What follows belongs to an exercise in optimizing a design on an open flow for small area, a short achievable clock period and few clock cycles; a production flow would make more cautious choices. RTL that was checked went through simulation tests only; none was proved equivalent to the original. For runs 4 to 6, only the layout was checked, not whether the RTL still works. Power is estimated from default activity; no workload was simulated.

--- design/flow/run.sh ---
#!/bin/bash
# synth_recipe.tcl (not shown) runs the flow's synth.tcl, then flattens the netlist and writes it again
# the make line also repeats each setting of config.mk as NAME=value (left out here)
make -C /OpenROAD-flow-scripts/flow DESIGN_CONFIG=/design/flow/config.mk WORK_HOME=/design/flow/orfs CLKGATE_MAP_FILE= SYNTH_SCRIPT=/design/flow/synth_recipe.tcl finish
--- design/flow/constraint.sdc ---
create_clock -name core_clock -period 8.0 [get_ports {c3_clk0}]
set_input_delay 1.6000 -clock core_clock [delete_from_list [all_inputs] [get_ports {c3_clk0}]]
set_output_delay 1.6000 -clock core_clock [all_outputs]
set_load 0.01 [all_outputs]
--- design/flow/config.mk ---
export PLATFORM = sky130hd
export DESIGN_NAME = ddr_rw
export DESIGN_NICKNAME = ddr_rw
export VERILOG_FILES = /design/flow/design.v
export SDC_FILE = /design/flow/constraint.sdc
export NUM_CORES = 4
export LEC_CHECK = 0
export ABC_CLOCK_PERIOD_IN_PS = 3000
export CAP_MARGIN = 20
export CORE_MARGIN = 2
export CORE_UTILIZATION = 40
export PLACE_DENSITY = 0.6
export SETUP_SLACK_MARGIN = 5
export SLEW_MARGIN = 20
--- design/flow/design.v ---
`timescale 1ns / 1ps
module ddr_rw
(
   input               c3_clk0,
   input               c3_rst0,                
   input               pic_store_done,         
   output reg          lbp_finish,             
   output reg          c3_p0_cmd_en,
   output reg [2:0]    c3_p0_cmd_instr,
   output reg [5:0]    c3_p0_cmd_bl,
   output reg [29:0]   c3_p0_cmd_byte_addr,
   input               c3_p0_cmd_full,
   output reg          c3_p0_wr_en,
   output reg [15:0]   c3_p0_wr_mask,
   output reg [127:0]  c3_p0_wr_data,
   input               c3_p0_wr_full,
   output reg          c3_p0_rd_en,
   input  [127:0]      c3_p0_rd_data,
   input               c3_p0_rd_empty
);
function [12:0] hp;
   input [15:0] p;
   hp = {p[15:12], p[10:6], p[4:1]};
endfunction
function [15:0] add2;
   input [12:0] x;
   input [12:0] y;
   add2 = {{1'b0, x[12:9]} + {1'b0, y[12:9]},
           {1'b0, x[8:4]}  + {1'b0, y[8:4]},
           {1'b0, x[3:0]}  + {1'b0, y[3:0]}};
endfunction
function [15:0] add4;
   input [12:0] a;
   input [12:0] b;
   input [12:0] c;
   input [12:0] d;
   add4 = {{2'b0, a[12:10]} + {2'b0, b[12:10]} + {2'b0, c[12:10]} + {2'b0, d[12:10]},
           {2'b0, a[8:5]}   + {2'b0, b[8:5]}   + {2'b0, c[8:5]}   + {2'b0, d[8:5]},
           {2'b0, a[3:1]}   + {2'b0, b[3:1]}   + {2'b0, c[3:1]}   + {2'b0, d[3:1]}};
endfunction
localparam PH_O0 = 3'd0,    
           PH_LD = 3'd1,    
           PH_O1 = 3'd2,    
           PH_E0 = 3'd3,    
           PH_E1 = 3'd4;    
reg        run;
reg [2:0]  ph;
reg [3:0]  dj;
reg [6:0]  dr;
reg        ddone;
reg        ld1;
reg [1:0]  pc;
reg [3:0]  rj;
reg [6:0]  rr;
reg        rdone;
reg [6:0]  ocnt;       
reg [3:0]  wj;
reg [8:0]  wrow;       
reg        wdone;
reg [63:0] pa;         
reg [63:0] tw;         
reg [51:0] pb;         
reg [12:0] p8;         
wire [15:0] hd [0:7];
genvar g;
generate for (g = 0; g < 8; g = g + 1) begin : hdsplit
   assign hd[g] = c3_p0_rd_data[127-16*g -: 16];
end endgenerate
wire hsel = (ph == PH_O1) || (ph == PH_E1);    
wire esel = (ph == PH_E0) || (ph == PH_E1);    
wire [12:0] xh [0:4];
wire [15:0] xf [0:3];
wire [12:0] yh [0:4];
generate for (g = 0; g < 4; g = g + 1) begin : win
   assign xf[g] = hsel ? tw[63-16*g -: 16] : pa[63-16*g -: 16];
   assign xh[g] = hsel ? pb[51-13*g -: 13] : hp(pa[63-16*g -: 16]);
   assign yh[g] = hsel ? hp(tw[63-16*g -: 16]) : hp(hd[g]);
end endgenerate
assign xh[4] = hsel ? p8 : hp(tw[63:48]);
assign yh[4] = hsel ? hp(hd[0]) : hp(hd[4]);
wire [127:0] word;
generate for (g = 0; g < 4; g = g + 1) begin : slot
   wire [15:0] a = add2(xh[g], esel ? xh[g+1] : yh[g]);
   wire [15:0] c = add4(xh[g], xh[g+1], yh[g], yh[g+1]);
   assign word[127-32*g -: 32] = esel ? {xf[g], a} : {a, c};
end endgenerate
wire hv  = !c3_p0_rd_empty && !c3_p0_rd_en;         
wire cr  = !pc[1] && !c3_p0_wr_full;                
wire act = run && !ddone;
wire can    = run && !lbp_finish && !wdone && !c3_p0_cmd_full && !c3_p0_cmd_en;
wire want_w = (pc != 2'd0);
wire want_r = !rdone && (ocnt <= 7'd62);
wire push_r = can && want_r && (!want_w || ocnt < 7'd32);
wire push_w = can && want_w && !push_r;
wire grp_done = act && ((ph == PH_O1 && hv && dr != 7'd0) || ph == PH_E1);
always @(posedge c3_clk0) begin
   if (c3_rst0) begin
      run <= 1'b0;
      lbp_finish <= 1'b0;
      ph <= PH_O0;
      dj <= 4'd0;
      dr <= 7'd0;
      ddone <= 1'b0;
      ld1 <= 1'b0;
      pc <= 2'd0;
      rj <= 4'd0;
      rr <= 7'd0;
      rdone <= 1'b0;
      ocnt <= 7'd0;
      wj <= 4'd0;
      wrow <= 9'd130;
      wdone <= 1'b0;
      c3_p0_cmd_en <= 1'b0;
      c3_p0_wr_en <= 1'b0;
      c3_p0_rd_en <= 1'b0;
   end else begin
      run <= pic_store_done;
      if (c3_p0_cmd_en && wdone)
         lbp_finish <= 1'b1;
      c3_p0_cmd_en <= push_r || push_w;
      if (push_r) begin
         rr <= rr + 7'd1;
         if (rr == 7'd127) begin
            rj <= rj + 4'd1;
            if (rj == 4'd15)
               rdone <= 1'b1;
         end
      end
      if (push_w) begin
         if (wrow == 9'd383) begin
            wrow <= 9'd130;
            wj <= wj + 4'd1;
            if (wj == 4'd15)
               wdone <= 1'b1;
         end else
            wrow <= wrow + 9'd1;
      end
      ocnt <= ocnt + (push_r ? ((rj == 4'd15) ? 7'd1 : 7'd2) : 7'd0) - {6'd0, c3_p0_rd_en};
      pc <= pc + {1'b0, grp_done} - {1'b0, push_w};
      c3_p0_wr_en <= 1'b0;
      c3_p0_rd_en <= 1'b0;
      ld1 <= 1'b0;
      if (act) begin
         case (ph)
            PH_O0: if (hv && (dr == 7'd0 || cr)) begin
               c3_p0_wr_en <= (dr != 7'd0);
               c3_p0_rd_en <= (dj != 4'd15);
               ph <= PH_LD;
            end
            PH_LD: ph <= PH_O1;
            PH_O1: if (hv) begin
               c3_p0_wr_en <= (dr != 7'd0);
               c3_p0_rd_en <= 1'b1;
               ld1 <= 1'b1;
               if (dr == 7'd127) begin
                  dr <= 7'd0;
                  dj <= dj + 4'd1;
                  if (dj == 4'd15)
                     ddone <= 1'b1;
                  ph <= PH_O0;
               end else
                  ph <= PH_E0;
            end
            PH_E0: if (cr) begin
               c3_p0_wr_en <= 1'b1;
               ph <= PH_E1;
            end
            default: begin
               c3_p0_wr_en <= 1'b1;
               dr <= dr + 7'd1;
               ph <= PH_O0;
            end
         endcase
      end
   end
end
always @(posedge c3_clk0) begin
   c3_p0_cmd_instr <= push_r ? 3'b001 : 3'b010;
   c3_p0_cmd_bl <= {5'd0, !(push_r && rj == 4'd15)};
   if (push_r)
      c3_p0_cmd_byte_addr <= {10'd0, 2'd0, rr, 2'd0, ({1'b0, rj} + 5'd1), 4'd0};
   else
      c3_p0_cmd_byte_addr <= {10'd0, wrow, 1'b0, wj[3], !wj[3], wj[2:0], 1'b1, 4'd0};
   c3_p0_wr_mask <= 16'd0;
   c3_p0_wr_data <= word;
   if (ph == PH_LD) begin
      pa <= c3_p0_rd_data[127:64];
      tw <= c3_p0_rd_data[63:0];
   end
   if (ld1) begin
      p8 <= hp(hd[0]);
      pb <= {hp(tw[63:48]), hp(tw[47:32]), hp(tw[31:16]), hp(tw[15:0])};
   end
end
endmodule
==> results of run 1 <==
[layout make-up]
cell class / count / area (um2)
fill: 4201 / 20550
antenna: 1 / 2.502
clock buffer: 68 / 1326
multi-input combinational: 1332 / 11450
clock inverter: 16 / 157.7
sequential: 395 / 9856
inverter: 184 / 698.2
tap: 672 / 840.8
timing repair buffer: 529 / 5494
[worst min path at each step]
stage,to,slack (ns),cells past startpoint,from
floorplan,c3_p0_cmd_byte_addr[4],0.40,1,rj[0]
global placement,c3_p0_cmd_byte_addr[4],0.42,1,rj[0]
detailed placement,c3_p0_cmd_byte_addr[4],0.42,1,rj[0]
CTS,c3_p0_cmd_byte_addr[4],0.44,1,rj[0]
global route,c3_p0_cmd_byte_addr[4],0.46,1,rj[0]
finish,c3_p0_cmd_byte_addr[4],0.44,1,rj[0]
[sequential cells by signal (all words and copies together), names as in the netlist, 2 cells and up]
signal	count
dj	4
wj	4
dr	7
pa	64
pc	2
p8	13
c3_p0_wr_data	128
c3_p0_cmd_instr	2
ph	3
wrow	9
ocnt	7
c3_p0_cmd_byte_addr	15
tw	64
rr	7
rj	4
pb	52
[worst max-delay path: stages]
cell	delay, ns
buf_2	0.13
a21boi_4	0.19
inv_2	0.07
fa_1	0.57
inv_2	0.05
fa_1	0.52
inv_1	0.06
ha_1	0.26
a21o_1	0.17
a21oi_2	0.13
xor2_1	0.17
o21ai_1	0.08
[power breakdown]
group | leakage, nW | switching (mW) | internal [mW]
Combinational | 9.03 | 1.31 | 1.24
Sequential | 3.44 | 0.120 | 2.43
Clock | 0.730 | 0.851 | 1.21
Total | 13.2 | 2.28 | 4.88
[layout by cell type (no fill, tap or decap), types with 39 or more instances in the layout]
cell / count
ha_1: 94
a31oi_1: 54
clkbuf_16: 51
edfxtp_1: 193
a21oi_1: 61
fa_1: 57
a21boi_4: 39
nand2_1: 293
buf_6: 52
dfxtp_1: 197
nand2_2: 40
inv_1: 128
dlygate4sd2_1: 175
buf_4: 140
nor2_1: 114
inv_2: 54
clkdlybuf4s50_1: 82
[routing by layer]
layer / GRT usage [%] / wire length, um
met1: 31.01 / 28070
met5: 0 / 77
met2: 38.28 / 30690
met3: 6.065 / 4591
met4: 9.274 / 2304
[per-stage QoR]
stage | area, um2 | power (mW) | worst slack, ns | utilization, % | cells
after floorplan | 21340 | 3.881 | 3.707 | - | 2024
after global placement | 24560 | 4.804 | 2.993 | 48.75 | 2877
final | 29830 | 7.160 | 4.471 | 59.21 | 3197
after global routing | 29830 | 7.561 | 4.373 | 59.21 | 3197
after CTS | 28480 | 7.023 | 4.476 | 56.54 | 3121
after detailed placement | 24560 | 4.851 | 2.835 | 48.75 | 2877
[cell families after synthesis]
| group | Yosys count | synth area share [%] |
|---|---|---|
| other cells | 1 | 0.01830 |
| compound gates | 332 | 10.18 |
| flops | 395 | 48.02 |
| xor+xnor | 71 | 3.035 |
| mux | 44 | 2.400 |
| buf+inv | 300 | 6.240 |
| simple gates | 626 | 13.33 |
| fa+ha+maj | 219 | 16.78 |
[timing repair]
item,4_1_cts,5_1_grt
resized for setup,515,186
pin swaps,129,130
endpoints found under the setup margin,284,89
buffers inserted,136,72
cloned,24,3
hold endpoints to repair,0,0
==> out/qor.csv, run 1 <==
stage;metric;value;unit
yosys;ys.flop_type;dfxtp_1;
setup_path;crit_arrival;3.99;ns
setup_path;critPathRequiredTime;8.46;ns
clock_network;hold_buffers;0;
drt;first_pass_iters;5;
finish;drive_gt1_share;28.13;%
yosys;ys_warn_count;1;
clock_network;cts_buffers;45;
yosys;async_flop_share;0;%
timing;relSlewSlack;34.95;%
timing;drv_slew;0;
drt;vias;16397;
drt;drt_iter0_drc;955;
place;place_congestion;0.8843;
floorplan;die_w;230.3;um
drt;drc_errors;0;
timing;fmax;283.4;MHz
global_route;grt_max_degree;129;
drt;wirelength;65730;um
place;port_buffers;283;
timing;clock-skew-final;0.01851;ns
clock_network;clk_pin_slew_worst_paths;0.06;ns
global_route;gr-total-overflow;0;
setup_path;critPathKind;primary input to flip-flop;
floorplan;die_area;0.05306;mm2
global_route;grt_pass1_vias;16699;
timing;post-route-min-period;3.529;ns
floorplan;num_rows;82;
timing;tightest_slew;0.9747;ns
clock_network;clockBufferDepth;3;
setup_path;r2r-end;c3_p0_wr_data[74];
drt;routedWlPerCell;20.56;um
floorplan;core;0.05038;mm2
timing;rsz0062_at_grt;true;
flow_run;maxCapViolCount;0;
setup_path;r2r_slack;4.49;ns
setup_path;crit_path_start;c3_p0_rd_data[73];
finish;area_growth;45.56;%
setup_path;r2r_cells;16;
pwr;p_per_area;240.0;mW/mm2
drt;drtAntennaViolNets;0;
timing;finalCritPeriodShare;44.11;%
yosys;netlist.area_leader.share;28.28;%
yosys;netlist.top_cell.by_area;edfxtp_1;
yosys;post_synth.cell_area_avg;10.31;um2
clock_network;cts_sinks;395;
floorplan;start_util;40.68;%
yosys;synth_cell_types;65;
timing;timing_hold_violations_final;0;
floorplan;die_h;230.3;um
drt;viasPerCell;5.129;
clock_network;clockRootBuffer;clkbuf_16;
yosys;synth-edff-count;193;
yosys;yosys-top-cells-area;edfxtp_1 (28%), dfxtp_1 (20%), fa_1 (9.1%);
clock_network;htree_num_levels;2;
pwr;p_leak;13.20;nW
setup_path;end_kind;flip-flop;
floorplan;io_pins;321;
yosys;yosys-top-cells-count;nand2_1 (359), dfxtp_1 (202), edfxtp_1 (193);
place;dpl.hpwl;39220;um
setup_path;reg2reg_from;ph[1];
run_status;outcome;finished clean;
global_route;antenna_found_initial;8;
setup_path;crit_path_start_kind;primary input;
global_route;grt_use_total;23.87;%
timing;tns;0;ns
timing;setup_viol;0;
yosys;synthCells;1988;
yosys;ys_seq_elements;395;
clock_network;clock_latency;0.59;ns
yosys;syn_area;0.02049;mm2
setup_path;worstPathMaxFanout;2;
worst_hold_path;hold_path_class;flip-flop to flip-flop;
global_route;grt_pass1_wl;96480;um
yosys;yosysMostFrequentCell;nand2_1;
timing;whs;0.4392;ns
setup_path;crit_path_end;c3_p0_wr_data[9];
finish;final_nets;2840;
pwr;ir_drop;196.6;uV
yosys;ys_seq_area_share;48.02;%
clock_network;cts_tree;done;
Testbench counts, summed over its fixed seeds: cycles 79,443.
==> inputs of run 2 (changes only) <==
--- a/design/flow/config.mk
+++ b/design/flow/config.mk
@@ -6,5 +6,4 @@
 export NUM_CORES = 4
 export LEC_CHECK = 0
-export ABC_CLOCK_PERIOD_IN_PS = 3000
 export CAP_MARGIN = 20
 export CORE_MARGIN = 2
==> out/qor.csv, run 2 <==
stage;metric;value;unit;change
run_status;outcome;finished clean;;unchanged
finish;area_growth;45.56;%;unchanged
drt;top_layer;met5;;unchanged
finish;postLayoutCoreUtil;59.21;%;unchanged
setup_path;worstPathMaxFanout;2;;unchanged
global_route;grt_pass1_vias;16699;;unchanged
pwr;p_leak;13.20;nW;unchanged
floorplan;die_h;230.3;um;unchanged
yosys;yosysMostFrequentCell;nand2_1;;unchanged
clock_network;cts_buffers;45;;unchanged
drt;wirelength;65730;um;unchanged
finish;drive_gt1_share;28.13;%;unchanged
place;port_buffers;283;;unchanged
pwr;ir_drop;196.6;uV;unchanged
place;dpl.hpwl;39220;um;unchanged
timing;fmax;283.4;MHz;unchanged
drt;viasPerCell;5.129;;unchanged
setup_path;crit_arrival;3.99;ns;about the same
timing;tns;0;ns;unchanged
floorplan;io_pins;321;;unchanged
clock_network;cts_sinks;395;;unchanged
yosys;ys.flop_type;dfxtp_1;;unchanged
finish;regMostFlops;c3_p0_wr_data;;unchanged
yosys;netlist.area_leader.share;28.28;%;unchanged
timing;relSlewSlack;34.95;%;unchanged
floorplan;num_rows;82;;unchanged
drt;wirelength_met1;28070;um;unchanged
drt;routedWlPerCell;20.56;um;unchanged
timing;rsz0062_at_grt;true;;unchanged
setup_path;crit_path_start_kind;primary input;;unchanged
global_route;antenna_found_initial;8;;unchanged
finish;layout_commonest_cell;nand2_1;;unchanged
yosys;yosys-top-cells-area;edfxtp_1 (28%), dfxtp_1 (20%), fa_1 (9.1%);;unchanged
timing;setup_viol;0;;unchanged
place;placed_cells;2877;;unchanged
flow_run;maxCapViolCount;0;;unchanged
yosys;ys_seq_elements;395;;unchanged
clock_network;clockRootBuffer;clkbuf_16;;unchanged
worst_hold_path;hold_path_class;flip-flop to flip-flop;;unchanged
finish;final_cells;3197;;unchanged
clock_network;clockBufferDepth;3;;unchanged
global_route;grt_use_total;23.87;%;unchanged
setup_path;critPathRequiredTime;8.46;ns;about the same
setup_path;max_stage_delay;0.57;ns;about the same
floorplan;start_util;40.68;%;unchanged
clock_network;clk_pin_slew_worst_paths;0.06;ns;about the same
drt;drtAntennaViolNets;0;;unchanged
timing;post-route-min-period;3.529;ns;unchanged
global_route;grt_pass1_wl;96480;um;unchanged
drt;vias;16397;;unchanged
timing;drv_slew;0;;unchanged
place;place_congestion;0.8843;;unchanged
drt;drc_errors;0;;unchanged
floorplan;core;0.05038;mm2;unchanged
yosys;synthCells;1988;;unchanged
yosys;synth_cell_types;65;;unchanged
finish;final_cell_mix;nand2_1 (293), dfxtp_1 (197), edfxtp_1 (193);;unchanged
timing;timing_hold_violations_final;0;;unchanged
clock_network;hold_buffers;0;;unchanged
clock_network;clock_latency;0.59;ns;about the same
finish;top_regs;c3_p0_wr_data (128), pa (64), tw (64);;unchanged
floorplan;die_area;0.05306;mm2;unchanged
clock_network;cts_tree;done;;unchanged
clock_network;htree_num_levels;2;;unchanged
floorplan;die_w;230.3;um;unchanged
finish;largest_register_ffs;128;;unchanged
yosys;async_flop_share;0;%;unchanged
yosys;yosys-top-cells-count;nand2_1 (359), dfxtp_1 (202), edfxtp_1 (193);;unchanged
setup_path;cp_slowest_cell;fa_1;;unchanged
yosys;ys_warn_count;1;;unchanged
finish;final_nets;2840;;unchanged
setup_path;path_delay_family;adder cells;;unchanged
drt;wl_met2;30690;um;unchanged
timing;finalCritPeriodShare;44.11;%;unchanged
yosys;ys_seq_area_share;48.02;%;unchanged
setup_path;crit_buf_inv;4;;unchanged
setup_path;crit_chain;buf_2 -> a21boi_4 -> inv_2 -> fa_1 -> inv_2 -> fa_1 -> inv_1 -> ha_1 -> a21o_1 -> a21oi_2 -> xor2_1 -> o21ai_1;;unchanged
drt;met3_wirelength;4591;um;unchanged
setup_path;critPathKind;primary input to flip-flop;;unchanged
timing;tightest_slew;0.9747;ns;unchanged
yosys;post_synth.cell_area_avg;10.31;um2;unchanged
yosys;synth-edff-count;193;;unchanged
timing;clock-skew-final;0.01851;ns;unchanged
drt;first_pass_iters;5;;unchanged
yosys;syn_area;0.02049;mm2;unchanged
global_route;gr-total-overflow;0;;unchanged
yosys;netlist.top_cell.by_area;edfxtp_1;;unchanged
drt;drt_iter0_drc;955;;unchanged
pwr;p_per_area;240.0;mW/mm2;unchanged
setup_path;end_kind;flip-flop;;unchanged
global_route;grt_max_degree;129;;unchanged
[run 2: metal layers]
| layer | GRT usage (%) | vias to the layer above |
|---|---|---|
| met5 | 0 | - |
| met4 | 9.274 | 12 |
| met3 | 6.065 | 143 |
| met2 | 38.28 | 543 |
| met1 | 31.01 | 8021 |
| li1 | - | 7678 |
[run 2: cell families (layout without fill, tap and decap cells)]
family	count (synthesis)	after routing	synth area share (%)
simple gates	626	627	13.33
xor+xnor	71	71	3.035
mux	44	44	2.400
compound gates	332	334	10.18
buf+inv	300	797	6.240
fa+ha+maj	219	219	16.78
flops	395	395	48.02
other cells	1	38	0.01830
[run 2: cell type report]
class                           instances  area [um2]
Sequential cell                       395        9856
Clock buffer                           68        1326
Clock inverter                         16       157.7
Inverter                              184       698.2
Fill cell                            4201       20550
Timing Repair Buffer                  529        5494
Multi-Input combinational cell       1332       11450
Tap cell                              672       840.8
Antenna cell                            1       2.502
[run 2: worst paths after layout]
kind | start | endpoint | slack, ns | depth (start not counted)
hold / removal | rj[0] | c3_p0_cmd_byte_addr[4] | 0.44 | 1
setup reg to reg | ph[1] | c3_p0_wr_data[74] | 4.49 | 16
hold reg to reg | rj[0] | c3_p0_cmd_byte_addr[4] | 0.44 | 1
setup / recovery | c3_p0_rd_data[73] | c3_p0_wr_data[9] | 4.47 | 12
[run 2: through the flow]
stage	hold slack, ns	total power, mW	worst slack [ns]	instance area, um2
after global placement	0.4248	4.804	2.993	24560
after detailed placement	0.4228	4.851	2.835	24560
after CTS	0.4384	7.023	4.476	28480
final	0.4392	7.160	4.471	29830
after global routing	0.4552	7.561	4.373	29830
after floorplan	0.3986	3.881	3.707	21340
[run 2: repair_timing]
action	4_1_cts	5_1_grt
setup endpoints to repair	284	89
resized for setup	515	186
pin swaps	129	130
cloned	24	3
hold endpoints to repair	0	0
buffers inserted	136	72
[run 2: worst reg2reg max path, cell delays in order (launching register included)]
cell and delay (ns):
dfxtp_4 0.37, nand2b_4 0.16, a21o_4 0.29, buf_16 0.20, nand2_4 0.07, a21boi_4 0.14, buf_6 0.12, fa_1 0.54
inv_2 0.04, fa_1 0.55, ha_4 0.15, inv_2 0.04, fa_2 0.39, nor2b_1 0.12, o21a_1 0.12, nor3_1 0.04
a21oi_1 0.11
[run 2: report_power, final]
group	switching, mW	leakage (nW)	internal, mW	total, mW
clock network	0.851	0.730	1.21	2.07
logic	1.31	9.03	1.24	2.55
registers	0.120	3.44	2.43	2.55
==> inputs of run 3 (changes only) <==
--- a/design/flow/config.mk
+++ b/design/flow/config.mk
@@ -10,4 +10,3 @@
 export CORE_UTILIZATION = 40
 export PLACE_DENSITY = 0.6
-export SETUP_SLACK_MARGIN = 5
 export SLEW_MARGIN = 20
==> out/qor.csv, run 3 <==
stage;metric;value;unit;change
setup_path;critPathRequiredTime;8.49;ns;was 8.46 ns
setup_path;critPathKind;flip-flop to flip-flop;;was primary input to flip-flop
clock_network;clock_latency;0.59;ns;about the same
finish;top_regs;c3_p0_wr_data (128), pa (64), tw (64);;unchanged
place;port_buffers;283;;unchanged
clock_network;htree_num_levels;2;;unchanged
drt;drtAntennaViolNets;0;;unchanged
yosys;synth-adder-area-share;16.78;%;unchanged
run_status;outcome;finished clean;;unchanged
drt;vias;14864;;was 16397
global_route;grt_max_degree;134;;was 129
timing;fin_ws;2.840;ns;was 4.471 ns
yosys;synth_top_family_by_area;adder cells;;unchanged
yosys;synthCells;1988;;unchanged
floorplan;die_h;230.3;um;unchanged
yosys;syn_area;0.02049;mm2;unchanged
yosys;synth_mux_area_share;2.400;%;unchanged
setup_path;worstPathMaxFanout;50;;was 2
clock_network;cts_resized;0;;was 515
timing;relSlewSlack;31.08;%;was 34.95%
yosys;synth_cell_types;65;;unchanged
global_route;grt_pass1_wl;84980;um;was 96480 um
yosys;ys_seq_elements;395;;unchanged
floorplan;io_pins;321;;unchanged
drt;wirelength;54640;um;was 65730 um
yosys;netlist.area_leader.share;28.28;%;unchanged
timing;clock-skew-final;0.01781;ns;was 0.01851 ns
global_route;antenna_found_initial;6;;was 8
finish;regMostFlops;c3_p0_wr_data;;unchanged
yosys;post_synth.cell_area_avg;10.31;um2;unchanged
clock_network;cts_buffers;46;;was 45
yosys;synth_compound_area_share;10.18;%;unchanged
place;dpl.hpwl;39380;um;was 39220 um
timing;post-route-min-period;5.160;ns;was 3.529 ns
finish;nFillCells;4575;;was 4201
finish;final_nets;2606;;was 2840
clock_network;postCtsSetupBuffers;0;;was 136
yosys;ys_warn_count;1;;unchanged
clock_network;hold_buffers;0;;unchanged
pwr;p_leak;10.89;nW;was 13.20 nW
clock_network;cts_sinks;395;;unchanged
timing;rsz0062_at_grt;false;;was true
yosys;yosys-top-cells-area;edfxtp_1 (28%), dfxtp_1 (20%), fa_1 (9.1%);;unchanged
timing;tns;0;ns;unchanged
floorplan;num_rows;82;;unchanged
timing;tightest_slew;1.034;ns;was 0.9747 ns
global_route;grt_use_total;20.48;%;was 23.87%
setup_path;crit_path_start_kind;flip-flop;;was primary input
drt;drc_errors;0;;unchanged
floorplan;start_util;40.68;%;unchanged
yosys;synth_xor_xnor_area_share;3.035;%;unchanged
pwr;ir_drop;159.5;uV;was 196.6 uV
yosys;synth-simple-area-share;13.33;%;unchanged
place;place_congestion;0.8362;;was 0.8843
global_route;grt_pass1_vias;15182;;was 16699
yosys;yosysMostFrequentCell;nand2_1;;unchanged
yosys;ys_seq_area_share;48.02;%;unchanged
clock_network;clockRootBuffer;clkbuf_16;;unchanged
timing;fmax;193.8;MHz;was 283.4 MHz
drt;first_pass_iters;5;;unchanged
timing;drv_slew;0;;unchanged
clock_network;cts_tree;done;;unchanged
floorplan;core;0.05038;mm2;unchanged
drt;drt_iter0_drc;883;;was 955
drt;routedWlPerCell;18.44;um;was 20.56 um
global_route;gr-total-overflow;0;;unchanged
timing;timing_hold_violations_final;0;;unchanged
timing;setup_viol;0;;unchanged
yosys;async_flop_share;0;%;unchanged
yosys;ys.flop_type;dfxtp_1;;unchanged
clock_network;clockBufferDepth;3;;unchanged
finish;layout_commonest_cell;nand2_1;;unchanged
place;post-place-ws;2.852;ns;was 2.835 ns
clock_network;clk_pin_slew_worst_paths;0.06;ns;about the same
setup_path;end_kind;flip-flop;;unchanged
drt;viasPerCell;5.015;;was 5.129
finish;drive_gt1_share;5.500;%;was 28.13%
yosys;yosys-top-cells-count;nand2_1 (359), dfxtp_1 (202), edfxtp_1 (193);;unchanged
setup_path;crit_arrival;5.65;ns;was 3.99 ns
timing;finalCritPeriodShare;64.50;%;was 44.11%
floorplan;die_area;0.05306;mm2;unchanged
worst_hold_path;hold_path_class;flip-flop to flip-flop;;unchanged
floorplan;die_w;230.3;um;unchanged
yosys;netlist.top_cell.by_area;edfxtp_1;;unchanged
finish;largest_register_ffs;128;;unchanged
finish;area_growth;24.80;%;was 45.56%
finish;final_cell_mix;nand2_1 (359), clkdlybuf4s50_1 (283), dfxtp_1 (201);;was nand2_1 (293), dfxtp_1 (197), edfxtp_1 (193)
yosys;synth-edff-count;193;;unchanged
pwr;p_per_area;273.2;mW/mm2;was 240.0 mW/mm2
flow_run;maxCapViolCount;0;;unchanged
-- run 3: cell counts after synthesis --
No cell type changed its count.
-- run 3: logic make-up (layout without fill, tap and decap cells) --
kind of cell               Yosys count  in the layout
buffers and inverters              300            567
muxes                               44             44
other                                1             38
xor gates and xnor gates            71             71
adders and majority gates          219            219
AOI/OAI and AO/OA                  332            332
DFF                                395            395
and+or+nand+nor                    626            626
-- run 3: cell type report --
| cell class | instances | area, um2 | area share [%] |
|---|---|---|---|
| clock inverters | 26 | 367.9 | 1.438 |
| inverters | 184 | 690.7 | 2.701 |
| multi-input cells | 1329 | 9560 | 37.38 |
| well taps | 672 | 840.8 | 3.288 |
| repair buffers | 297 | 2963 | 11.59 |
| flip-flops and latches | 395 | 9843 | 38.49 |
| clock buffers | 60 | 1306 | 5.108 |
| diodes | 1 | 2.502 | 0.009785 |
-- run 3: through the flow --
step                      instance area [um2]  power [mW]  instances  utilization, %  hold slack (ns)
after global routing                    25570       7.385       2964           50.77           0.4522
final                                   25570       6.988       2964           50.77           0.4295
after detailed placement                23900       4.729       2877           47.44           0.4173
after global placement                  23900       4.683       2877           47.44           0.4196
after CTS                               25570       7.079       2963           50.76           0.4332
after floorplan                         20630       3.755       2024               -           0.3986
-- run 3: worst max-delay path, cell delays in order (launching register included) --
cell,delay (ns)
dfxtp_1,0.73
nand2b_1,0.35
a21o_4,0.52
buf_4,0.39
nand2_1,0.15
a21boi_0,0.60
inv_1,0.20
fa_1,0.57
inv_1,0.06
fa_1,0.44
inv_1,0.07
ha_1,0.17
inv_1,0.07
fa_1,0.38
xor2_1,0.17
o21ai_0,0.18
-- run 3: power by group --
part | switching, mW | total [mW] | internal [mW] | leakage, nW
logic | 1.08 | 2.12 | 1.03 | 6.64
registers | 0.132 | 2.56 | 2.43 | 3.43
clock network | 0.889 | 2.31 | 1.42 | 0.819
total | 2.11 | 6.99 | 4.88 | 10.9
-- run 3: path summary, 6_finish.rpt --
path,from,endpoint,slack (ns),depth (start not counted)
setup / recovery,ph[2],c3_p0_wr_data[99],2.84,15
hold / removal,rj[0],c3_p0_cmd_byte_addr[4],0.43,1
setup reg to reg,ph[2],c3_p0_wr_data[99],2.84,15
hold reg to reg,rj[0],c3_p0_cmd_byte_addr[4],0.43,1
-- run 3: routing by layer --
metal	global-route usage, %	vias up	routed length (um)
li1	-	7197	-
met1	27.13	7166	24380
met2	33.70	400	25700
met3	4.212	91	3084
met4	6.371	10	1413
met5	0	-	63
==> inputs of run 4 (changes only) <==
--- a/design/flow/design.v
+++ b/design/flow/design.v
@@ -42,6 +42,7 @@
            PH_LD = 3'd1,    
            PH_O1 = 3'd2,    
-           PH_E0 = 3'd3,    
-           PH_E1 = 3'd4;    
+           PH_X1 = 3'd3,    
+           PH_E0 = 3'd4,    
+           PH_E1 = 3'd5;    
 reg        run;
 reg [2:0]  ph;
@@ -49,5 +50,4 @@
 reg [6:0]  dr;
 reg        ddone;
-reg        ld1;
 reg [1:0]  pc;
 reg [3:0]  rj;
@@ -67,6 +67,7 @@
    assign hd[g] = c3_p0_rd_data[127-16*g -: 16];
 end endgenerate
-wire hsel = (ph == PH_O1) || (ph == PH_E1);    
-wire esel = (ph == PH_E0) || (ph == PH_E1);    
+reg  hsel;             
+reg  esel;             
+reg  [64:0] yq;        
 wire [12:0] xh [0:4];
 wire [15:0] xf [0:3];
@@ -75,8 +76,8 @@
    assign xf[g] = hsel ? tw[63-16*g -: 16] : pa[63-16*g -: 16];
    assign xh[g] = hsel ? pb[51-13*g -: 13] : hp(pa[63-16*g -: 16]);
-   assign yh[g] = hsel ? hp(tw[63-16*g -: 16]) : hp(hd[g]);
+   assign yh[g] = hsel ? hp(tw[63-16*g -: 16]) : yq[64-13*g -: 13];
 end endgenerate
 assign xh[4] = hsel ? p8 : hp(tw[63:48]);
-assign yh[4] = hsel ? hp(hd[0]) : hp(hd[4]);
+assign yh[4] = hsel ? yq[64:52] : yq[12:0];
 wire [127:0] word;
 generate for (g = 0; g < 4; g = g + 1) begin : slot
@@ -93,5 +94,18 @@
 wire push_r = can && want_r && (!want_w || ocnt < 7'd32);
 wire push_w = can && want_w && !push_r;
-wire grp_done = act && ((ph == PH_O1 && hv && dr != 7'd0) || ph == PH_E1);
+reg [2:0] ph_n;
+always @* begin
+   ph_n = ph;
+   if (act)
+      case (ph)
+         PH_O0: if (hv && (dr == 7'd0 || cr)) ph_n = PH_LD;
+         PH_LD: ph_n = PH_O1;
+         PH_O1: if (hv) ph_n = PH_X1;
+         PH_X1: ph_n = (dr == 7'd127) ? PH_O0 : PH_E0;
+         PH_E0: if (cr) ph_n = PH_E1;
+         default: ph_n = (hv && cr) ? PH_LD : PH_O0;
+      endcase
+end
+wire grp_done = act && ((ph == PH_X1 && dr != 7'd0) || ph == PH_E1);
 always @(posedge c3_clk0) begin
    if (c3_rst0) begin
@@ -99,8 +113,9 @@
       lbp_finish <= 1'b0;
       ph <= PH_O0;
+      hsel <= 1'b0;
+      esel <= 1'b0;
       dj <= 4'd0;
       dr <= 7'd0;
       ddone <= 1'b0;
-      ld1 <= 1'b0;
       pc <= 2'd0;
       rj <= 4'd0;
@@ -138,19 +153,16 @@
       ocnt <= ocnt + (push_r ? ((rj == 4'd15) ? 7'd1 : 7'd2) : 7'd0) - {6'd0, c3_p0_rd_en};
       pc <= pc + {1'b0, grp_done} - {1'b0, push_w};
+      hsel <= (ph_n == PH_X1) || (ph_n == PH_E1);
+      esel <= (ph_n == PH_E0) || (ph_n == PH_E1);
       c3_p0_wr_en <= 1'b0;
       c3_p0_rd_en <= 1'b0;
-      ld1 <= 1'b0;
       if (act) begin
+         ph <= ph_n;
          case (ph)
-            PH_O0: if (hv && (dr == 7'd0 || cr)) begin
+            PH_O0: c3_p0_rd_en <= (ph_n == PH_LD) && (dj != 4'd15);
+            PH_LD: c3_p0_wr_en <= (dr != 7'd0);
+            PH_O1: c3_p0_rd_en <= (ph_n == PH_X1);
+            PH_X1: begin
                c3_p0_wr_en <= (dr != 7'd0);
-               c3_p0_rd_en <= (dj != 4'd15);
-               ph <= PH_LD;
-            end
-            PH_LD: ph <= PH_O1;
-            PH_O1: if (hv) begin
-               c3_p0_wr_en <= (dr != 7'd0);
-               c3_p0_rd_en <= 1'b1;
-               ld1 <= 1'b1;
                if (dr == 7'd127) begin
                   dr <= 7'd0;
@@ -158,16 +170,11 @@
                   if (dj == 4'd15)
                      ddone <= 1'b1;
-                  ph <= PH_O0;
-               end else
-                  ph <= PH_E0;
+               end
             end
-            PH_E0: if (cr) begin
-               c3_p0_wr_en <= 1'b1;
-               ph <= PH_E1;
-            end
+            PH_E0: c3_p0_wr_en <= (ph_n == PH_E1);
             default: begin
                c3_p0_wr_en <= 1'b1;
+               c3_p0_rd_en <= (ph_n == PH_LD) && (dj != 4'd15);
                dr <= dr + 7'd1;
-               ph <= PH_O0;
             end
          endcase
@@ -188,6 +195,7 @@
       tw <= c3_p0_rd_data[63:0];
    end
-   if (ld1) begin
-      p8 <= hp(hd[0]);
+   yq <= {hp(hd[0]), hp(hd[1]), hp(hd[2]), hp(hd[3]), hp(hd[4])};
+   if (ph == PH_X1) begin
+      p8 <= yq[64:52];
       pb <= {hp(tw[63:48]), hp(tw[47:32]), hp(tw[31:16]), hp(tw[15:0])};
    end
--- a/design/flow/config.mk
+++ b/design/flow/config.mk
@@ -8,5 +8,6 @@
 export CAP_MARGIN = 20
 export CORE_MARGIN = 2
-export CORE_UTILIZATION = 40
-export PLACE_DENSITY = 0.6
+export CORE_UTILIZATION = 60
+export PLACE_DENSITY = 0.7
+export SETUP_SLACK_MARGIN = 5
 export SLEW_MARGIN = 20
==> out/qor.csv, run 4 <==
stage;metric;value;unit;change
global_route;grt_use_total;30.13;%;was 20.48%
timing;post-route-min-period;3.676;ns;was 5.160 ns
global_route;grt_pass1_wl;88180;um;was 84980 um
drt;wirelength;58570;um;was 54640 um
clock_network;clockRootBuffer;clkbuf_16;;unchanged
finish;final_nets;2683;;was 2606
clock_network;htree_num_levels;2;;unchanged
drt;vias;15746;;was 14864
drt;first_pass_iters;6;;was 5
yosys;async_flop_share;0;%;unchanged
floorplan;core;0.03566;mm2;was 0.05038 mm2
timing;clock-skew-final;0.01417;ns;was 0.01781 ns
place;placed_cells;2592;;was 2877
timing;drv_slew;0;;unchanged
finish;final_cell_mix;dfxtp_1 (259), edfxtp_1 (193), dlygate4sd2_1 (150);;was nand2_1 (359), clkdlybuf4s50_1 (283), dfxtp_1 (201)
finish;regMostFlops;c3_p0_wr_data;;unchanged
floorplan;die_area;0.03782;mm2;was 0.05306 mm2
finish;final_cells;2833;;was 2964
global_route;grt_pass1_vias;16289;;was 15182
clock_network;cts_tree;done;;unchanged
finish;register_area;0.01112;mm2;was 0.009843 mm2
setup_path;end_kind;flip-flop;;unchanged
clock_network;cts_sinks;458;;was 395
drt;drtAntennaViolNets;0;;unchanged
yosys;ys_warn_count;1;;unchanged
drt;viasPerCell;5.558;;was 5.015
finish;postLayoutCoreUtil;82.81;%;was 50.77%
yosys;netlist.area_leader.share;26.63;%;was 28.28%
floorplan;io_pins;321;;unchanged
yosys;ys.flop_type;dfxtp_1;;unchanged
timing;tns;0;ns;unchanged
yosys;synth-edff-count;193;;unchanged
clock_network;clk_pin_slew_worst_paths;0.06;ns;about the same
yosys;ys_seq_area_share;51.00;%;was 48.02%
timing;tightest_slew;0.9198;ns;was 1.034 ns
pwr;p_per_area;230.7;mW/mm2;was 273.2 mW/mm2
drt;routedWlPerCell;20.68;um;was 18.44 um
clock_network;hold_buffers;0;;unchanged
global_route;grt_max_degree;110;;was 134
setup_path;crit_path_start_kind;primary input;;was flip-flop
setup_path;crit_arrival;4.11;ns;was 5.65 ns
floorplan;start_util;61.05;%;was 40.68%
finish;top_regs;c3_p0_wr_data (128), pa (64), tw (64);;unchanged
place;dpl.hpwl;34540;um;was 39380 um
yosys;yosys-top-cells-count;dfxtp_1 (265), edfxtp_1 (193), inv_1 (170);;was nand2_1 (359), dfxtp_1 (202), edfxtp_1 (193)
timing;fin_ws;4.324;ns;was 2.840 ns
timing;rsz0062_at_grt;true;;was false
yosys;netlist.top_cell.by_area;edfxtp_1;;unchanged
finish;largest_register_ffs;128;;unchanged
drt;drc_errors;0;;unchanged
timing;fmax;272.0;MHz;was 193.8 MHz
yosys;syn_area;0.02177;mm2;was 0.02049 mm2
yosys;ys_seq_elements;458;;was 395
finish;multiInputGateArea;0.01091;mm2;was 0.009560 mm2
flow_run;maxCapViolCount;0;;unchanged
global_route;gr-total-overflow;0;;unchanged
clock_network;cts_buffers;48;;was 46
finish;nFillCells;2058;;was 4575
timing;finalCritPeriodShare;45.95;%;was 64.50%
finish;drive_gt1_share;23.61;%;was 5.500%
timing;relSlewSlack;38.68;%;was 31.08%
finish;layout_commonest_cell;dfxtp_1;;was nand2_1
worst_hold_path;hold_path_class;flip-flop to flip-flop;;unchanged
yosys;synthCells;1916;;was 1988
setup_path;critPathRequiredTime;8.44;ns;was 8.49 ns
yosys;yosys-top-cells-area;edfxtp_1 (27%), dfxtp_1 (24%), fa_1 (8.6%);;was edfxtp_1 (28%), dfxtp_1 (20%), fa_1 (9.1%)
pwr;ir_drop;179.7;uV;was 159.5 uV
pwr;p_leak;12.17;nW;was 10.89 nW
yosys;yosysMostFrequentCell;dfxtp_1;;was nand2_1
setup_path;critPathKind;primary input to flip-flop;;was flip-flop to flip-flop
floorplan;num_rows;69;;was 82
setup_path;worstPathMaxFanout;2;;was 50
yosys;synth_cell_types;56;;was 65
yosys;post_synth.cell_area_avg;11.36;um2;was 10.31 um2
floorplan;die_w;194.5;um;was 230.3 um
run_status;outcome;finished clean;;unchanged
finish;area_growth;35.64;%;was 24.80%
place;port_buffers;283;;unchanged
floorplan;die_h;194.5;um;was 230.3 um
drt;drt_iter0_drc;997;;was 883
global_route;antenna_found_initial;9;;was 6
clock_network;clock_latency;0.57;ns;was 0.59 ns
timing;timing_hold_violations_final;0;;unchanged
place;post-place-ws;2.905;ns;was 2.852 ns
clock_network;clockBufferDepth;3;;unchanged
timing;setup_viol;0;;unchanged
place;place_congestion;0.8488;;was 0.8362
pwr;finalPower;6.811;mW;was 6.988 mW
[run 4: cell types whose count changed in the layout (fill, tap and decap cells not counted), moves of 28 or more]
cell             delta
dfxtp_1            +58
fa_1               -28
inv_2              +34
dlygate4sd2_1     +150
and3_1             -30
mux2_4             +34
a21boi_0           -47
buf_4              +88
mux2_2             +33
inv_1              -52
nand2_1           -220
fa_2               +28
clkdlybuf4s50_1   -151
a31oi_1            -28
[run 4: layer usage]
| metal | vias to the layer above | wire length (um) | GRT usage (%) |
|---|---|---|---|
| li1 | 7325 | - | - |
| met1 | 7735 | 23510 | 37.62 |
| met2 | 559 | 29000 | 51.16 |
| met3 | 117 | 4019 | 7.097 |
| met4 | 10 | 1985 | 11.14 |
| met5 | - | 58 | 0 |
[run 4: area by class of cell]
| type | count | share of cell area [%] |
|---|---|---|
| clock inverters | 26 | 0.8942 |
| multi-input cells | 1210 | 36.95 |
| diodes | 4 | 0.03390 |
| inverters | 171 | 2.233 |
| flip-flops and latches | 458 | 37.65 |
| well taps | 461 | 1.954 |
| repair buffers | 441 | 15.70 |
| clock buffers | 62 | 4.590 |
[run 4: power breakdown]
group,internal [mW],switching [mW]
logic,0.836,0.881
registers,2.71,0.113
clock network,1.35,0.918
total,4.90,1.91
[run 4: per-stage QoR]
stage	hold slack, ns	area (um2)
2_1_floorplan	0.3986	22410
3_3_place_gp	0.4143	25170
3_5_place_dp	0.4232	25170
4_1_cts	0.4372	28860
5_1_grt	0.4555	29520
6_report	0.4415	29520
[run 4: cells by family (layout without fill, tap and decap cells)]
group | count (synthesis) | in the layout | share of synthesized area (%)
xor+xnor | 72 | 72 | 2.897
other cells | 1 | 41 | 0.01723
flops | 458 | 458 | 51.00
compound gates | 320 | 320 | 8.490
fa+ha+maj | 219 | 219 | 15.80
mux | 140 | 140 | 7.059
simple gates | 422 | 422 | 9.191
buf+inv | 284 | 700 | 5.553
[run 4: timing repair]
item	4_1_cts	5_1_grt
gates resized for setup	403	86
pin swaps	111	71
setup buffers	88	40
endpoints found under the setup margin	303	85
gates cloned	19	1
[run 4: final timing paths]
check,cells past startpoint,startpoint,to,slack (ns)
setup / recovery,15,c3_p0_cmd_full,ocnt[3],4.32
setup reg to reg,14,hsel,c3_p0_wr_data[42],4.82
hold reg to reg,1,rj[0],c3_p0_cmd_byte_addr[4],0.44
hold / removal,1,rj[0],c3_p0_cmd_byte_addr[4],0.44
[run 4: worst max-delay path: stages]
cell and delay (ns):
buf_6 0.09, or4b_4 0.54, or2_4 0.27, nor2_4 0.15, buf_8 0.13, nand2_4 0.05, ha_4 0.29, buf_4 0.10
inv_2 0.03, ha_4 0.20, a21o_1 0.17, a21oi_2 0.18, buf_4 0.15, xnor2_2 0.11, nor2_1 0.06
==> inputs of run 5 (changes only) <==
--- a/design/flow/config.mk
+++ b/design/flow/config.mk
@@ -10,4 +10,4 @@
 export CORE_UTILIZATION = 60
 export PLACE_DENSITY = 0.7
-export SETUP_SLACK_MARGIN = 5
+export SETUP_SLACK_MARGIN = 4.5
 export SLEW_MARGIN = 20
==> out/qor.csv, run 5 <==
stage;metric;value;unit;change
timing;finalCritPeriodShare;45.03;%;was 45.95%
yosys;netlist.area_leader.share;26.63;%;unchanged
pwr;p_per_area;245.5;mW/mm2;was 230.7 mW/mm2
finish;regMostFlops;c3_p0_wr_data;;unchanged
yosys;yosys-top-cells-count;dfxtp_1 (265), edfxtp_1 (193), inv_1 (170);;unchanged
timing;fmax;277.6;MHz;was 272.0 MHz
timing;post-route-min-period;3.602;ns;was 3.676 ns
floorplan;io_pins;321;;unchanged
clock_network;clock_latency;0.58;ns;was 0.57 ns
setup_path;crit_chain;buf_6 -> or4b_4 -> or2_4 -> nor2_4 -> buf_8 -> nand2_4 -> ha_4 -> fa_2 -> nor2b_4 -> o21ai_2 -> a21boi_2 -> mux2i_1 -> nand2_1;;was buf_6 -> or4b_4 -> or2_4 -> nor2_4 -> buf_8 -> nand2_4 -> ha_4 -> buf_4 -> inv_2 -> ha_4 -> a21o_1 -> a21oi_2 -> buf_4 -> xnor2_2 -> nor2_1
timing;whs;0.4474;ns;was 0.4415 ns
global_route;grt_use_met2;42.29;%;was 51.16%
global_route;gr-total-overflow;0;;unchanged
finish;drive_gt1_share;10.46;%;was 23.61%
place;dpl.hpwl;36110;um;was 34540 um
timing;clock-skew-final;0.02285;ns;was 0.01417 ns
finish;final_cells;2703;;was 2833
drt;drt_iter0_drc;924;;was 997
clock_network;clockRootBuffer;clkbuf_16;;unchanged
pwr;ir_drop;218.0;uV;was 179.7 uV
clock_network;cts_buffers;46;;was 48
finish;final_cell_mix;clkdlybuf4s50_1 (282), dfxtp_1 (261), edfxtp_1 (193);;was dfxtp_1 (259), edfxtp_1 (193), dlygate4sd2_1 (150)
timing;drv_slew;0;;unchanged
place;post-place-ws;3.020;ns;was 2.905 ns
clock_network;clk_pin_slew_worst_paths;0.06;ns;about the same
place;port_buffers;283;;unchanged
place;place_congestion;0.8928;;was 0.8488
clock_network;cts_tree;done;;unchanged
timing;relSlewSlack;27.73;%;was 38.68%
drt;first_pass_iters;6;;unchanged
global_route;top_usage_layer;met2;;unchanged
flow_run;maxCapViolCount;0;;unchanged
yosys;ys_seq_elements;458;;unchanged
floorplan;die_area;0.03782;mm2;unchanged
setup_path;critPathKind;primary input to flip-flop;;unchanged
finish;area_growth;23.39;%;was 35.64%
worst_hold_path;hold_path_class;flip-flop to flip-flop;;unchanged
setup_path;max_stage_delay;0.53;ns;was 0.54 ns
drt;viasPerCell;5.454;;was 5.558
pwr;p_leak;10.73;nW;was 12.17 nW
yosys;ys.flop_type;dfxtp_1;;unchanged
yosys;yosys-top-cells-area;edfxtp_1 (27%), dfxtp_1 (24%), fa_1 (8.6%);;unchanged
global_route;grt_use_met1;38.67;%;was 37.62%
yosys;synthCells;1916;;unchanged
global_route;grt_max_degree;132;;was 110
drt;routedWlPerCell;19.27;um;was 20.68 um
place;placed_cells;2591;;was 2592
yosys;ys_warn_count;1;;unchanged
global_route;grt_pass1_wl;80440;um;was 88180 um
clock_network;clockBufferDepth;3;;unchanged
yosys;post_synth.cell_area_avg;11.36;um2;unchanged
finish;top_regs;c3_p0_wr_data (128), pa (64), tw (64);;unchanged
global_route;grtUsageMet3;6.368;%;was 7.097%
timing;tightest_slew;1.084;ns;was 0.9198 ns
setup_path;cp_slowest_cell;or4b_4;;unchanged
floorplan;die_h;194.5;um;unchanged
floorplan;core;0.03566;mm2;unchanged
setup_path;crit_path_start_kind;primary input;;unchanged
yosys;netlist.top_cell.by_area;edfxtp_1;;unchanged
drt;wirelength;52100;um;was 58570 um
setup_path;critPathRequiredTime;8.47;ns;was 8.44 ns
clock_network;cts_sinks;458;;unchanged
global_route;grt_pass1_vias;14834;;was 16289
yosys;ys_seq_area_share;51.00;%;unchanged
clock_network;htree_num_levels;2;;unchanged
setup_path;crit_arrival;4.08;ns;was 4.11 ns
finish;layout_commonest_cell;clkdlybuf4s50_1;;was dfxtp_1
floorplan;num_rows;69;;unchanged
timing;tns;0;ns;unchanged
yosys;yosysMostFrequentCell;dfxtp_1;;unchanged
setup_path;worstPathMaxFanout;2;;unchanged
yosys;async_flop_share;0;%;unchanged
setup_path;r2r_slack;4.61;ns;was 4.82 ns
drt;vias;14741;;was 15746
floorplan;start_util;61.05;%;unchanged
drt;drc_errors;0;;unchanged
global_route;antenna_found_initial;7;;was 9
run_status;outcome;finished clean;;unchanged
global_route;grt_use_total;27.37;%;was 30.13%
setup_path;end_kind;flip-flop;;unchanged
timing;setup_viol;0;;unchanged
finish;largest_register_ffs;128;;unchanged
drt;drtAntennaViolNets;0;;unchanged
clock_network;hold_buffers;0;;unchanged
yosys;syn_area;0.02177;mm2;unchanged
yosys;synth_cell_types;56;;unchanged
yosys;synth-edff-count;193;;unchanged
timing;fin_ws;4.398;ns;was 4.324 ns
floorplan;die_w;194.5;um;unchanged
timing;rsz0062_at_grt;true;;unchanged
timing;timing_hold_violations_final;0;;unchanged
finish;final_nets;2554;;was 2683
## run 5: routing by layer
layer  vias up  wire length, um
li1       7055                -
met1      7131            23300
met2       472            23430
met3        79             4048
met4         4             1294
met5         -               30
## run 5: critical path, delay by kind of cell
family | cells | cell delay [ns]
fa+ha+maj | 2 | 0.61
mux | 1 | 0.20
compound gates | 2 | 0.27
buf+inv | 2 | 0.23
simple gates | 6 | 1.18
## run 5: layout make-up
| type | count | area (um2) |
|---|---|---|
| repair buffers | 314 | 3217 |
| inverters | 171 | 649.4 |
| clock inverters | 25 | 215.2 |
| well taps | 461 | 576.8 |
| fillers | 2428 | 8796 |
| clock buffers | 60 | 1296 |
| diodes | 4 | 10.01 |
| multi-input cells | 1210 | 9784 |
| flip-flops and latches | 458 | 11110 |
## run 5: final timing paths
path | start | end | depth (start not counted)
max | c3_p0_cmd_full | ocnt[6] | 13
min | tw[25] | pb[20] | 0
max reg2reg | hsel | c3_p0_wr_data[74] | 12
min reg2reg | tw[25] | pb[20] | 0
## run 5: timing repair
action	4_1_cts	5_1_grt
hold endpoints to repair	0	0
pin swaps	14	7
gates resized for setup	22	31
buffers inserted	12	7
gates cloned	2	2
setup endpoints to repair	86	44
## run 5: kinds of logic (layout without fill, tap and decap cells)
kind of cell,after synthesis,after routing,share of synthesized area (%)
AND/OR/NAND/NOR,422,422,9.191
flip-flops,458,458,51.00
other,1,41,0.01723
XOR/XNOR,72,72,2.897
AO/OA/AOI/OAI,320,320,8.490
adder cells (fa/ha/maj),219,219,15.80
buffers and inverters,284,570,5.553
multiplexers,140,140,7.059
## run 5: power breakdown
group	internal [mW]	leakage, nW	total (mW)	switching, mW
clock	1.24	0.739	2.14	0.898
combinational	0.829	6.02	1.63	0.797
sequential	2.71	3.96	2.83	0.119
## run 5: per-stage QoR
stage	instance area (um2)	power, mW	util (%)
final	26860	6.595	75.33
after global routing	26860	6.908	75.32
after CTS	26670	6.609	74.81
after detailed placement	24940	4.430	69.94
after global placement	24940	4.390	69.94
after floorplan	22040	3.709	-
==> inputs of run 6 (changes only) <==
--- a/design/flow/design.v
+++ b/design/flow/design.v
@@ -76,8 +76,8 @@
    assign xf[g] = hsel ? tw[63-16*g -: 16] : pa[63-16*g -: 16];
    assign xh[g] = hsel ? pb[51-13*g -: 13] : hp(pa[63-16*g -: 16]);
-   assign yh[g] = hsel ? hp(tw[63-16*g -: 16]) : yq[64-13*g -: 13];
+   assign yh[g] = yq[64-13*g -: 13];
 end endgenerate
 assign xh[4] = hsel ? p8 : hp(tw[63:48]);
-assign yh[4] = hsel ? yq[64:52] : yq[12:0];
+assign yh[4] = yq[12:0];
 wire [127:0] word;
 generate for (g = 0; g < 4; g = g + 1) begin : slot
@@ -89,9 +89,13 @@
 wire cr  = !pc[1] && !c3_p0_wr_full;                
 wire act = run && !ddone;
-wire can    = run && !lbp_finish && !wdone && !c3_p0_cmd_full && !c3_p0_cmd_en;
+wire can    = run && !wdone && !c3_p0_cmd_en;
 wire want_w = (pc != 2'd0);
 wire want_r = !rdone && (ocnt <= 7'd62);
-wire push_r = can && want_r && (!want_w || ocnt < 7'd32);
-wire push_w = can && want_w && !push_r;
+wire sel_r  = can && want_r && (!want_w || ocnt < 7'd32);
+wire sel_w  = can && want_w && !sel_r;
+wire push_r = sel_r && !c3_p0_cmd_full;
+wire push_w = sel_w && !c3_p0_cmd_full;
+wire [6:0] ocnt_k = ocnt - {6'd0, c3_p0_rd_en};
+wire [6:0] ocnt_r = ocnt_k + ((rj == 4'd15) ? 7'd1 : 7'd2);
 reg [2:0] ph_n;
 always @* begin
@@ -108,4 +112,6 @@
 end
 wire grp_done = act && ((ph == PH_X1 && dr != 7'd0) || ph == PH_E1);
+wire [1:0] pc_k   = pc + {1'b0, grp_done};
+wire [1:0] pc_w   = pc_k - 2'd1;
 always @(posedge c3_clk0) begin
    if (c3_rst0) begin
@@ -151,6 +157,6 @@
             wrow <= wrow + 9'd1;
       end
-      ocnt <= ocnt + (push_r ? ((rj == 4'd15) ? 7'd1 : 7'd2) : 7'd0) - {6'd0, c3_p0_rd_en};
-      pc <= pc + {1'b0, grp_done} - {1'b0, push_w};
+      ocnt <= push_r ? ocnt_r : ocnt_k;
+      pc <= push_w ? pc_w : pc_k;
       hsel <= (ph_n == PH_X1) || (ph_n == PH_E1);
       esel <= (ph_n == PH_E0) || (ph_n == PH_E1);
@@ -183,7 +189,7 @@
 end
 always @(posedge c3_clk0) begin
-   c3_p0_cmd_instr <= push_r ? 3'b001 : 3'b010;
-   c3_p0_cmd_bl <= {5'd0, !(push_r && rj == 4'd15)};
-   if (push_r)
+   c3_p0_cmd_instr <= sel_r ? 3'b001 : 3'b010;
+   c3_p0_cmd_bl <= {5'd0, !(sel_r && rj == 4'd15)};
+   if (sel_r)
       c3_p0_cmd_byte_addr <= {10'd0, 2'd0, rr, 2'd0, ({1'b0, rj} + 5'd1), 4'd0};
    else
@@ -195,7 +201,10 @@
       tw <= c3_p0_rd_data[63:0];
    end
-   yq <= {hp(hd[0]), hp(hd[1]), hp(hd[2]), hp(hd[3]), hp(hd[4])};
+   if (ph == PH_O1)
+      yq <= {hp(tw[63:48]), hp(tw[47:32]), hp(tw[31:16]), hp(tw[15:0]), hp(hd[0])};
+   else
+      yq <= {hp(hd[0]), hp(hd[1]), hp(hd[2]), hp(hd[3]), hp(hd[4])};
    if (ph == PH_X1) begin
-      p8 <= yq[64:52];
+      p8 <= yq[12:0];
       pb <= {hp(tw[63:48]), hp(tw[47:32]), hp(tw[31:16]), hp(tw[15:0])};
    end
==> out/qor.csv, run 6 <==
stage;metric;value;unit;change
yosys;yosysMostFrequentCell;dfxtp_1;;unchanged
drt;drtAntennaViolNets;0;;unchanged
pwr;p_per_area;240.7;mW/mm2;was 245.5 mW/mm2
setup_path;crit_path_start_kind;flip-flop;;was primary input
yosys;yosys-top-cells-count;dfxtp_1 (268), edfxtp_1 (193), inv_1 (180);;was dfxtp_1 (265), edfxtp_1 (193), inv_1 (170)
run_status;outcome;finished clean;;unchanged
floorplan;io_pins;321;;unchanged
timing;tightest_slew;1.080;ns;was 1.084 ns
global_route;antenna_found_initial;7;;unchanged
timing;fin_ws;4.600;ns;was 4.398 ns
setup_path;worstPathMaxFanout;35;;was 2
finish;top_regs;c3_p0_wr_data (128), yq (65);;was c3_p0_wr_data (128), pa (64), tw (64)
drt;vias;14423;;was 14741
global_route;gr-total-overflow;0;;unchanged
yosys;netlist.top_cell.by_area;edfxtp_1;;unchanged
clock_network;clockBufferDepth;3;;unchanged
yosys;async_flop_share;0;%;unchanged
yosys;synth_cell_types;52;;was 56
drt;met3_wirelength;3667;um;was 4048 um
setup_path;cp_slowest_cell;fa_1;;was or4b_4
timing;fmax;294.1;MHz;was 277.6 MHz
clock_network;cts_sinks;461;;was 458
floorplan;die_h;195.3;um;was 194.5 um
yosys;ys_seq_elements;461;;was 458
timing;relSlewSlack;28.01;%;was 27.73%
place;port_buffers;283;;unchanged
yosys;ys_warn_count;1;;unchanged
finish;final_cell_area;0.02678;mm2;was 0.02686 mm2
clock_network;cts_tree;done;;unchanged
timing;clock-skew-final;0.01404;ns;was 0.02285 ns
drt;routedWlPerCell;19.33;um;was 19.27 um
floorplan;num_rows;70;;was 69
yosys;ys.flop_type;dfxtp_1;;unchanged
global_route;grt_max_degree;143;;was 132
drt;wirelength_met1;24790;um;was 23300 um
finish;layout_commonest_cell;clkdlybuf4s50_1;;unchanged
timing;finalCritPeriodShare;42.50;%;was 45.03%
flow_run;maxCapViolCount;0;;unchanged
yosys;post_synth.cell_area_avg;11.73;um2;was 11.36 um2
setup_path;path_delay_family;adder cells;;was simple AND/OR/NAND/NOR gates
floorplan;core;0.03635;mm2;was 0.03566 mm2
global_route;grt_pass1_vias;14402;;was 14834
clock_network;htree_num_levels;2;;unchanged
yosys;syn_area;0.02196;mm2;was 0.02177 mm2
place;place_area;0.02510;mm2;was 0.02494 mm2
drt;viasPerCell;5.414;;was 5.454
setup_path;critPathKind;flip-flop to flip-flop;;was primary input to flip-flop
timing;post-route-min-period;3.400;ns;was 3.602 ns
timing;tns;0;ns;unchanged
place;post-place-ws;3.891;ns;was 3.020 ns
yosys;synth-edff-count;193;;unchanged
clock_network;cts_buffers;47;;was 46
finish;regMostFlops;c3_p0_wr_data;;unchanged
drt;wl_met2;21680;um;was 23430 um
global_route;grt_use_total;27.15;%;was 27.37%
setup_path;end_kind;flip-flop;;unchanged
drt;top_layer;met5;;unchanged
yosys;synthCells;1873;;was 1916
pwr;p_leak;10.86;nW;was 10.73 nW
global_route;grt_pass1_wl;79960;um;was 80440 um
finish;drive_gt1_share;9.813;%;was 10.46%
pwr;ir_drop;203.4;uV;was 218.0 uV
drt;drc_errors;0;;unchanged
clock_network;clock_latency;0.58;ns;about the same
timing;timing_hold_violations_final;0;;unchanged
drt;drt_iter0_drc;962;;was 924
setup_path;crit_arrival;3.83;ns;was 4.08 ns
place;dpl.hpwl;36120;um;was 36110 um
setup_path;crit_chain;buf_12 -> nor2b_1 -> a21oi_2 -> fa_1 -> fa_1 -> inv_1 -> ha_1 -> fa_1 -> a21o_1 -> a211oi_1 -> a31oi_1;;was buf_6 -> or4b_4 -> or2_4 -> nor2_4 -> buf_8 -> nand2_4 -> ha_4 -> fa_2 -> nor2b_4 -> o21ai_2 -> a21boi_2 -> mux2i_1 -> nand2_1
setup_path;crit_buf_inv;2;;unchanged
finish;final_cell_mix;clkdlybuf4s50_1 (283), dfxtp_1 (266), edfxtp_1 (193);;was clkdlybuf4s50_1 (282), dfxtp_1 (261), edfxtp_1 (193)
setup_path;cp_common_cell;fa_1;;
finish;final_nets;2497;;was 2554
drt;wirelength;51490;um;was 52100 um
place;place_congestion;0.8698;;was 0.8928
yosys;ys_seq_area_share;50.81;%;was 51.00%
setup_path;critPathRequiredTime;8.42;ns;was 8.47 ns
floorplan;die_w;195.3;um;was 194.5 um
yosys;yosys-top-cells-area;edfxtp_1 (26%), dfxtp_1 (24%), fa_1 (8.5%);;was edfxtp_1 (27%), dfxtp_1 (24%), fa_1 (8.6%)
worst_hold_path;hold_path_class;flip-flop to flip-flop;;unchanged
finish;largest_register_ffs;128;;unchanged
timing;rsz0062_at_grt;true;;unchanged
yosys;netlist.area_leader.share;26.39;%;was 26.63%
timing;drv_slew;0;;unchanged
setup_path;max_stage_delay;0.54;ns;was 0.53 ns
drt;first_pass_iters;5;;was 6
finish;area_growth;21.93;%;was 23.39%
floorplan;die_area;0.03815;mm2;was 0.03782 mm2
clock_network;clockRootBuffer;clkbuf_16;;unchanged
timing;setup_viol;0;;unchanged
clock_network;clk_pin_slew_worst_paths;0.06;ns;about the same
floorplan;start_util;60.43;%;was 61.05%
-- run 6: repair_timing --
item | CTS | global route
buffers inserted | 6 | 3
resized for setup | 10 | 9
hold buffers | 0 | 0
endpoints found under the setup margin | 42 | 39
-- run 6: stage by stage --
step	hold WS (ns)	util, %	total power, mW	instances
after floorplan	0.3855	-	3.615	1909
after global placement	0.3880	69.06	4.291	2564
after detailed placement	0.3919	69.06	4.316	2564
after CTS	0.4067	73.46	6.481	2656
after global routing	0.4022	73.67	6.728	2663
final	0.4061	73.68	6.445	2664
-- run 6: power breakdown --
group	total, mW	internal (mW)	switching, mW
clock	2.16	1.25	0.905
combinational	1.44	0.757	0.686
sequential	2.85	2.72	0.129
total	6.44	4.72	1.72
-- run 6: layout make-up --
| class | count | area, um2 |
|---|---|---|
| antenna | 5 | 12.51 |
| clock buffer | 70 | 1375 |
| clock inverter | 16 | 130.1 |
| fill | 2549 | 9567 |
| inverter | 180 | 675.6 |
| multi-input combinational | 1159 | 9766 |
| sequential | 461 | 11170 |
| tap | 468 | 585.6 |
| timing repair buffer | 305 | 3068 |
-- run 6: path summary, 6_finish.rpt --
| kind | from | to | slack [ns] | cells after the start |
|---|---|---|---|---|
| worst max-delay path | hsel | c3_p0_wr_data[10] | 4.60 | 11 |
| worst min-delay path | yq[9] | p8[9] | 0.41 | 0 |
| worst max register to register | hsel | c3_p0_wr_data[10] | 4.60 | 11 |
| worst min register to register | yq[9] | p8[9] | 0.41 | 0 |
-- run 6: worst reg2reg max path: cells and delay by family (launching register included) --
family          cells  cell delay (ns)
fa+ha+maj           4             1.69
compound gates      4             0.71
flops               1             0.44
buf+inv             2             0.30
simple gates        1             0.11
-- run 6: kinds of logic (layout without fill, tap and decap cells) --
group                      Yosys count  count (layout)  synth area share, %
DFF                                461             461                50.81
AOI/OAI and AO/OA                  290             290                7.862
buffers and inverters              289             571                5.594
other                                1              42              0.01707
and+or+nand+nor                    336             336                7.411
xor gates and xnor gates            80              80                3.190
muxes                              206             206                9.981
adders and majority gates          210             210                15.13
-- run 6: metal layers --
metal  GRT usage [%]  vias up
li1                -     6917
met5               0        -
met2           39.13      485
met4           9.160        2
met3           5.406       87
met1           41.08     6932

## what the ideal ports hide
The results above use ideal ports. As a check the final layouts listed here were re-extracted and re-timed, cells and wires unchanged. Step 1: set_driving_cell puts a clkbuf_16 on c3_clk0 and a buf_2 on each other input, an assumption about the parent block. Step 2, shift: input delay + t, output delay - t, t = (earliest + latest rising clock arrival at the registers) / 2. This alone moves slack from input paths to output paths. Slacks: no drivers / after step 1 / after step 2; pairs: no drivers / after step 1.
run	shift t [ns]	setup slack, ns	worst slew at a driven data input, ns
run 1	0.636	4.471 / 4.488 / 3.874	0.10
run 2	0.636	4.471 / 4.488 / 3.874	0.10
run 3	0.637	2.840 / 2.840 / 2.840	0.09
run 4	0.623	4.324 / 4.348 / 3.725	0.10
run 5	0.626	4.398 / 4.418 / 3.792	0.09
run 6	0.625	4.600 / 4.600 / 4.109	0.10
After both steps every run listed still meets setup and hold. The setup slack of run 5, which loses most, moves by +0.020 ns with the drivers and by -0.606 ns with both steps.
